What follows belongs to an exercise in optimizing a design on an open flow for small area, a short achievable clock period and few clock cycles; a production flow would make more cautious choices. The RTL was checked by simulation tests, not by an equivalence proof against the original design. Power figures rest on the tool's default switching activity, not on a simulated workload.

==> flow/design.v (excerpt) <==
module  des(input clk,
            input des_enable,
            input reset,
            input des_mode,
            input [1:64] data_i,
            input [1:64] key_i,
            output wire [1:64] data_o,
            output reg ready_o);
	wire [1:32] L_i_var, R_i_var;
	wire [1:28] C0, D0;
	wire [1:32] f;
	wire [1:56] Key_next;
	reg [1:32] L, R;
	reg [1:48] A;
	reg [1:56] K;
	wire idle, first, active, one_l, one_r, two_l, two_r;
	IP IP1(.in(data_i), .L_i_var(L_i_var), .R_i_var(R_i_var));
	IP_ni IP_ni(.in({R, L}), .out(data_o));
	pc_1 pc_1(.key_i(key_i), .C0(C0), .D0(D0));
	des_f des_f1(.A(A), .f(f));
	key_get key_get(.K(K), .C0(C0), .D0(D0), .des_mode(des_mode), .idle(idle),
	                .one_l(one_l), .one_r(one_r), .two_l(two_l), .two_r(two_r),
	                .K_next(Key_next));
	wire [1:32] L_sel = idle ? R_i_var : first ? L_i_var : (ready_o ? R : L);
	wire [1:32] g = f & {32{active}};
	wire [1:32] R_next = L_sel ^ g;
	wire [1:48] A_pre = expand(L_sel) ^ pc2(Key_next);
	always @(posedge clk) begin
		R <= R_next;
		A <= A_pre ^ expand(g);
		if (!ready_o) L <= R;
		K <= Key_next;
	end
	contrl contrl1(.clk(clk), .reset(reset), .des_enable(des_enable), .des_mode(des_mode),
	               .idle(idle), .first(first), .active(active), .ready_o(ready_o),
	               .one_l(one_l), .one_r(one_r), .two_l(two_l), .two_r(two_r));
	function [1:48] expand(input [1:32] x);
  ...
Size: ~1,500 cells after synthesis, about 180 flip-flops, ~200 I/O pins, about 12,000 sq um of cells after synthesis.
Settings: LEC_CHECK=0, CAP_MARGIN=20, CORE_MARGIN=2, CORE_UTILIZATION=55, CTS_BUF_LIST=sky130_fd_sc_hd__clkbuf_8, PLACE_DENSITY=0.7, SETUP_SLACK_MARGIN=3.0, SLEW_MARGIN=20, TNS_END_PERCENT=0, BUFFER_PORTS_ARGS=-buffer_cell sky130_fd_sc_hd__buf_1; clock period 5.0 ns.
standard.sh (not shown) runs the stock make flow with config.mk's settings and CLKGATE_MAP_FILE= SYNTH_SCRIPT=/design/flow/synth_recipe.tcl, a recipe that flattens the netlist after the stock synthesis.
==> flow/flow/run.sh <==
#!/bin/bash
# The standard layout, with the port buffers that the standard flow puts on
# every input and output made as sky130_fd_sc_hd__buf_1 cells (plain buffers)
# instead of the delay buffers buffer_ports picks by default.
set -euo pipefail
echo 'export BUFFER_PORTS_ARGS = -buffer_cell sky130_fd_sc_hd__buf_1' >> config.mk
bash standard.sh > standard.log 2>&1
Testbench counts at the start, summed over its fixed seeds: cycles 43,200.
==> next run, changes <==
==> flow/run.sh (new file) <==
#!/bin/bash
# synth_recipe.tcl (not shown) runs the flow's synth.tcl, then flattens the netlist and writes it again
# the make line also repeats each setting of config.mk as NAME=value (left out here)
make -C /OpenROAD-flow-scripts/flow DESIGN_CONFIG=/design/flow/config.mk WORK_HOME=/design/flow/orfs CLKGATE_MAP_FILE= SYNTH_SCRIPT=/design/flow/synth_recipe.tcl finish
- BUFFER_PORTS_ARGS: -buffer_cell sky130_fd_sc_hd__buf_1 -> default
- CORE_UTILIZATION: 55 -> 50
- CTS_BUF_LIST: sky130_fd_sc_hd__clkbuf_8 -> default
- PLACE_DENSITY: 0.7 -> 0.65
- SETUP_SLACK_MARGIN: 3.0 -> 2.8
- TNS_END_PERCENT: 0 -> default
removed: flow/flow/run.sh
removed: flow/standard.sh
Effect:
- The changed run finished clean
- total power came out higher by 13%
- wire length came out higher by 8.6%
- cell area came out higher by 15%
- final cell count came out higher by 3.9%
- global-route usage came out lower by 1.7 points
- sequential cell count is unchanged
==> next run, changes <==
- CORE_UTILIZATION: 50 -> 40
- PLACE_DENSITY: 0.65 -> 0.6
=>
- synthesized cell count does not change
- global-route usage decreases by 6.0 points
- sequential share of layout area went down by 0.20 points
- maximum frequency falls by 2.3%
- non-clock buffer count rises by 5
- flip-flop and latch count is unchanged
==> next run, changes <==
==> flow/flow/run.sh (new file) <==
#!/bin/bash
# The standard layout, with the port buffers that the standard flow puts on
# every input and output made as sky130_fd_sc_hd__buf_1 cells (plain buffers)
# instead of the delay buffers buffer_ports picks by default.
set -euo pipefail
echo 'export BUFFER_PORTS_ARGS = -buffer_cell sky130_fd_sc_hd__buf_1' >> config.mk
bash standard.sh > standard.log 2>&1
==> flow/standard.sh (new file) <==
#!/bin/bash
# synth_recipe.tcl (not shown) runs the flow's synth.tcl, then flattens the netlist and writes it again
# the make line also repeats each setting of config.mk as NAME=value (left out here)
make -C /OpenROAD-flow-scripts/flow DESIGN_CONFIG=/design/flow/config.mk WORK_HOME=/design/flow/orfs CLKGATE_MAP_FILE= SYNTH_SCRIPT=/design/flow/synth_recipe.tcl "${@:-finish}"
- ABC_AREA: default -> 1
- BUFFER_PORTS_ARGS: default -> -buffer_cell sky130_fd_sc_hd__buf_1
- CORE_UTILIZATION: 40 -> 55
- PLACE_DENSITY: 0.6 -> 0.7
- SETUP_SLACK_MARGIN: 2.8 -> 3.3
- TNS_END_PERCENT: default -> 0
removed: flow/run.sh
After rerunning: The new run completed without violations. Flip-flop and latch count stays the same. Total power grows by 110%. Worst hold slack loses 0.11 ns. Die area goes down by 20%. Synthesized cell count increases by 41%.

== build 20 ==
des again, from the RTL that the note above started with.
## des
module  des(input clk,
            input des_enable,
            input reset,
            input des_mode,
            input [1:64] data_i,
            input [1:64] key_i,
            output wire [1:64] data_o,
            output reg ready_o);
==> flow/config.mk <==
export PLATFORM = sky130hd
export DESIGN_NAME = des
export DESIGN_NICKNAME = des
export VERILOG_FILES = /design/flow/design.v
export SDC_FILE = /design/flow/constraint.sdc
export NUM_CORES = 4
export LEC_CHECK = 0
export ABC_AREA = 1
export CAP_MARGIN = 20
export CORE_MARGIN = 2
export CORE_UTILIZATION = 55
export PLACE_DENSITY = 0.7
export SETUP_SLACK_MARGIN = 3.0
export SLEW_MARGIN = 20
export TNS_END_PERCENT = 0
export BUFFER_PORTS_ARGS = -buffer_cell sky130_fd_sc_hd__buf_1
==> flow/constraint.sdc <==
create_clock -name core_clock -period 5.0 [get_ports {clk}]
set_input_delay 1.0000 -clock core_clock [delete_from_list [all_inputs] [get_ports {clk}]]
set_output_delay 1.0000 -clock core_clock [all_outputs]
set_load 0.01 [all_outputs]
==> flow/flow/run.sh <==
#!/bin/bash
# The standard layout, with the port buffers that the standard flow puts on
# every input and output made as sky130_fd_sc_hd__buf_1 cells (plain buffers)
# instead of the delay buffers buffer_ports picks by default.
set -euo pipefail
echo 'export BUFFER_PORTS_ARGS = -buffer_cell sky130_fd_sc_hd__buf_1' >> config.mk
bash standard.sh > standard.log 2>&1
Testbench counts of build 20, summed over its fixed seeds: cycles 43,200.
diff inputs: build 20 => build 84
- ABC_AREA: 1 -> unset
Results
Relative to build 20, clock-buffer cell count has gone up in build 84.
Combinational power on build 84 is down relative to build 20.
| actual transition at the worst max-transition pin | lower: build 20 |
There was hardly any difference in hold slack between build 84 and build 20.
Diff build 84 and build 20: fraction of the cycle the final worst path needs higher in build 84
Summary of the comparison: maximum clock frequency is lower in build 84, relative to build 20.
Diff build 20 -> build 84 | synthesized area | down by a little under 10%
In the flow results for build 84 and build 20, the logic depth of the worst setup path including buffers is smaller on build 20.
Build 84 packs its core more tightly than build 20.
Against build 20 as the reference, build 84 delivers a higher worst stage delay on the critical path.
Build 84 ends up with a worst setup slack that is 140 ps lower than in build 20.
> inputs changed (build 84 -> build 90)
- setting ABC_AREA to 1 for the first time
- setting CTS_BUF_LIST to sky130_fd_sc_hd__clkbuf_8 for the first time
[summary]
Build 90: no failed stages, no open violations at the end
Between build 84 and build 90, final clock skew increased.
In the reports for build 84 and build 90, the smaller clock network power share belongs to build 90.
When the final numbers for build 84 and build 90 were put side by side, the synthesized area turned out to be smaller in build 84.
Global-route wire length before repair for build 90: 12% up relative to build 84
The heaviest power group comes out combinational cells in one run and sequential cells in the other, namely in build 90 and build 84 respectively.
Diff build 84 -> build 90: number of signal-net inverters in the final layout increased about 300%; final area essentially unchanged; arrival time at the worst endpoint decreased 1430 ps.
--- input diff build 90..build 34 ---
- clearing CTS_BUF_LIST, which used to be sky130_fd_sc_hd__clkbuf_8
- clearing ABC_AREA, which used to be 1
- clearing BUFFER_PORTS_ARGS, which used to be -buffer_cell sky130_fd_sc_hd__buf_1
- swapping 0.7 for 0.6 in PLACE_DENSITY
- swapping 55 for 40 in CORE_UTILIZATION
==> flow/run.sh (new file) <==
#!/bin/bash
# synth_recipe.tcl (not shown) runs the flow's synth.tcl, then flattens the netlist and writes it again
# the make line also repeats each setting of config.mk as NAME=value (left out here)
make -C /OpenROAD-flow-scripts/flow DESIGN_CONFIG=/design/flow/config.mk WORK_HOME=/design/flow/orfs CLKGATE_MAP_FILE= SYNTH_SCRIPT=/design/flow/synth_recipe.tcl finish
removed: flow/flow/run.sh
removed: flow/standard.sh
## What came out
The actual slew at the worst max-slew pin in build 34 sits 280 ps above the value recorded for build 90. Compared to build 90, build 34 has clock slew seen by the registers of the worst setup and hold paths 30 ps lower. Measured against build 34, the wire length per cell after detailed routing of build 90 comes out at 0.884 times the reference value. Relative to build 90, the number of cells on the worst reg-to-reg path of build 34 is higher by 3. Re number of DRC violations after detailed routing: no difference whatsoever between build 90 and build 34. In build 34 the insertion delay of the later-clocked pin in the worst-skew pair turned out 50 ps lower than in build 90. Of build 90 and build 34, the higher register fraction of the total cell area belongs to build 90. The higher total number of placement rows came out of build 34. Summary of build 34 over build 90: wire length of the first global-routing pass moved down; non-clock buffer count moved up; count of vias placed by the detailed router moved down.

alpha:
Another version of the RTL of des (not shown whole).
Size in the first run: roughly 180 flip-flops, about 200 I/O pins.
clock: 5.0 ns
lec_check: 0
cap_margin: 20
core_margin: 2
core_utilization: 40
place_density: 0.6
setup_slack_margin: 3.0
slew_margin: 20
tns_end_percent: 0
buffer_ports_args: -buffer_cell sky130_fd_sc_hd__buf_2
==> flow/flow/run.sh <==
#!/bin/bash
# The standard layout, with the port buffers that the standard flow puts on
# every input and output made as sky130_fd_sc_hd__buf_2 cells (plain buffers)
# instead of the delay buffers buffer_ports picks by default.
set -euo pipefail
echo 'export BUFFER_PORTS_ARGS = -buffer_cell sky130_fd_sc_hd__buf_2' >> config.mk
bash standard.sh > standard.log 2>&1
Testbench counts of alpha, summed over its fixed seeds: cycles 43,200.
What beta does differently from alpha at the input level:
- changing PLACE_DENSITY from 0.6 to 0.7
- setting ABC_AREA to 1 for the first time
- changing CORE_UTILIZATION from 40 to 55
- changing BUFFER_PORTS_ARGS from -buffer_cell sky130_fd_sc_hd__buf_2 to -buffer_cell sky130_fd_sc_hd__buf_1
==> flow/flow/run.sh <==
#!/bin/bash
# The standard layout, with the port buffers that the standard flow puts on
# every input and output made as sky130_fd_sc_hd__buf_1 cells (plain buffers)
# instead of the delay buffers buffer_ports picks by default.
set -euo pipefail
echo 'export BUFFER_PORTS_ARGS = -buffer_cell sky130_fd_sc_hd__buf_1' >> config.mk
bash standard.sh > standard.log 2>&1
Results
beta finished every step from synthesis to the final layout, and the layout passed the timing, DRC and antenna checks.
Of beta and alpha, the higher routed length per placed instance belongs to alpha.
In the flow results for beta and alpha, the area occupied by multi-input gates is larger on alpha.
Summary of beta over alpha: total of clock buffers placed in the layout shows a reduction of 3, total combinational power picked up an extra about 300%, power grew by 130%.
Number of global-route vias before repair came out higher on beta than on alpha.
beta: setup slack is 220 ps higher than what alpha reported.
alpha → beta: standard cell area after detailed placement saw an increase, final instance area saw a decrease, wire length saw an increase, fraction of area in registers saw little to no change.
The following lists how gamma was set up differently from beta:
- TNS_END_PERCENT no longer set, was 0
- PLACE_DENSITY now 0.6, was 0.7
- SETUP_SLACK_MARGIN now 2.8, was 3.0
- CORE_UTILIZATION now 40, was 55
- BUFFER_PORTS_ARGS no longer set, was -buffer_cell sky130_fd_sc_hd__buf_1
- ABC_AREA no longer set, was 1
==> flow/run.sh (new file) <==
#!/bin/bash
# synth_recipe.tcl (not shown) runs the flow's synth.tcl, then flattens the netlist and writes it again
# the make line also repeats each setting of config.mk as NAME=value (left out here)
make -C /OpenROAD-flow-scripts/flow DESIGN_CONFIG=/design/flow/config.mk WORK_HOME=/design/flow/orfs CLKGATE_MAP_FILE= SYNTH_SCRIPT=/design/flow/synth_recipe.tcl finish
removed: flow/flow/run.sh
removed: flow/standard.sh
## What came out
Looking at cell count across gamma and beta, the one that comes out higher is beta.
Between gamma and beta, number of gates given a new drive strength after cts is lower for beta, gamma comes in above that.
Total power delta (gamma − beta): favourable
beta reports its leading power group as combinational logic while gamma reports registers.
[gamma vs beta] met2 layer usage reported by global route: lower in gamma
diff inputs: gamma => delta
- SETUP_SLACK_MARGIN: 2.8 -> 3.0
- TNS_END_PERCENT: unset -> 0
### Flow results
delta: PASS, flow complete, no timing, DRC or antenna violations. Run comparison: gamma startpoint of the worst setup timing path A[32]; delta startpoint of the worst setup timing path A[45]. On delta: clock network fraction of total power is 2.5 points higher than what gamma gave. gamma has higher fmax than delta. Global-route usage: delta vs gamma down 0.37 points. Summary — internal cell power, delta relative to gamma: lower, by 2.7%. Of the two values seen for end point of the critical path, A[16] was produced by gamma and A[30] by delta. As of delta, met1 layer wirelength in the final routing had fallen by a few percent compared to gamma.
### delta -> epsilon
- putting BUFFER_PORTS_ARGS at -buffer_cell sky130_fd_sc_hd__buf_1 where nothing was set
- swapping 40 for 55 in CORE_UTILIZATION
- swapping 0.6 for 0.7 in PLACE_DENSITY
- putting ABC_AREA at 1 where nothing was set
- swapping 3.0 for 3.3 in SETUP_SLACK_MARGIN
==> flow/flow/run.sh (new file) <==
#!/bin/bash
# The standard layout, with the port buffers that the standard flow puts on
# every input and output made as sky130_fd_sc_hd__buf_1 cells (plain buffers)
# instead of the delay buffers buffer_ports picks by default.
set -euo pipefail
echo 'export BUFFER_PORTS_ARGS = -buffer_cell sky130_fd_sc_hd__buf_1' >> config.mk
bash standard.sh > standard.log 2>&1
==> flow/standard.sh (new file) <==
#!/bin/bash
# synth_recipe.tcl (not shown) runs the flow's synth.tcl, then flattens the netlist and writes it again
# the make line also repeats each setting of config.mk as NAME=value (left out here)
make -C /OpenROAD-flow-scripts/flow DESIGN_CONFIG=/design/flow/config.mk WORK_HOME=/design/flow/orfs CLKGATE_MAP_FILE= SYNTH_SCRIPT=/design/flow/synth_recipe.tcl "${@:-finish}"
removed: flow/run.sh
Results
- Delta (epsilon minus delta): share of power burned in combinational logic moved up, sequential share of layout area moved up, worst path arrival time moved down.
- Taking epsilon over delta, the total of plain and repair buffers excluding clock buffers ratio works out to 0.906.
- epsilon reports its endpoint of the worst setup timing path as data_o[25] while delta reports A[30].
- Higher relative area change from synthesis to final layout goes to delta over epsilon.
- Finished layout cell area sits lower in epsilon than in delta.
- The combinational family with the most area after synthesis comes out simple AND/OR/NAND/NOR gates in one run and compound AO/OA/AOI/OAI gates in the other, namely in epsilon and delta respectively.
- epsilon vs delta — number of clock buffer instances in the layout rose 5.0%.
- delta has higher complex-gate fraction of the synthesized area than epsilon.

re-timing with driven ports:
Ports are ideal in the flow. The routed layouts listed here were re-timed in OpenROAD. Step 1, drivers: a clkbuf_16 drives clk and a buf_2 each remaining input, both assumed. Step 2, shift: input delay + t, output delay - t, t = (earliest + latest rising clock arrival at the registers) / 2. This alone moves slack from input paths to output paths. Three values: no drivers, after step 1, after step 2; two values: the first two.
run | shift t [ns] | setup WS [ns] | hold WS [ns]
the first run of note 1 | 0.524 | 2.685 / 2.685 / 2.455 | 0.310 / 0.298 / 0.465
the second run of note 1 | 0.478 | 2.705 / 2.705 / 2.422 | 0.453 / 0.453 / 0.453
the third run of note 1 | 0.475 | 2.650 / 2.650 / 2.390 | 0.451 / 0.451 / 0.451
the fourth run of note 1 | 0.485 | 2.793 / 2.742 / 2.433 | 0.342 / 0.328 / 0.462
build 20 | 0.499 | 2.848 / 2.797 / 2.456 | 0.359 / 0.340 / 0.457
build 84 | 0.490 | 2.707 / 2.707 / 2.453 | 0.358 / 0.339 / 0.457
build 90 | 0.528 | 2.802 / 2.756 / 2.331 | 0.311 / 0.298 / 0.461
build 34 | 0.484 | 2.606 / 2.606 / 2.209 | 0.455 / 0.455 / 0.455
alpha | 0.481 | 2.735 / 2.735 / 2.413 | 0.350 / 0.340 / 0.522
beta | 0.486 | 2.956 / 2.913 / 2.588 | 0.359 / 0.352 / 0.500
gamma | 0.477 | 2.776 / 2.776 / 2.342 | 0.499 / 0.499 / 0.499
delta | 0.479 | 2.755 / 2.755 / 2.327 | 0.513 / 0.513 / 0.513
epsilon | 0.479 | 2.930 / 2.883 / 2.552 | 0.356 / 0.355 / 0.487
After both steps setup and hold are still met in every run listed. The setup slack of build 90, which loses most, moves by -0.046 ns with the drivers and by -0.471 ns with both steps.
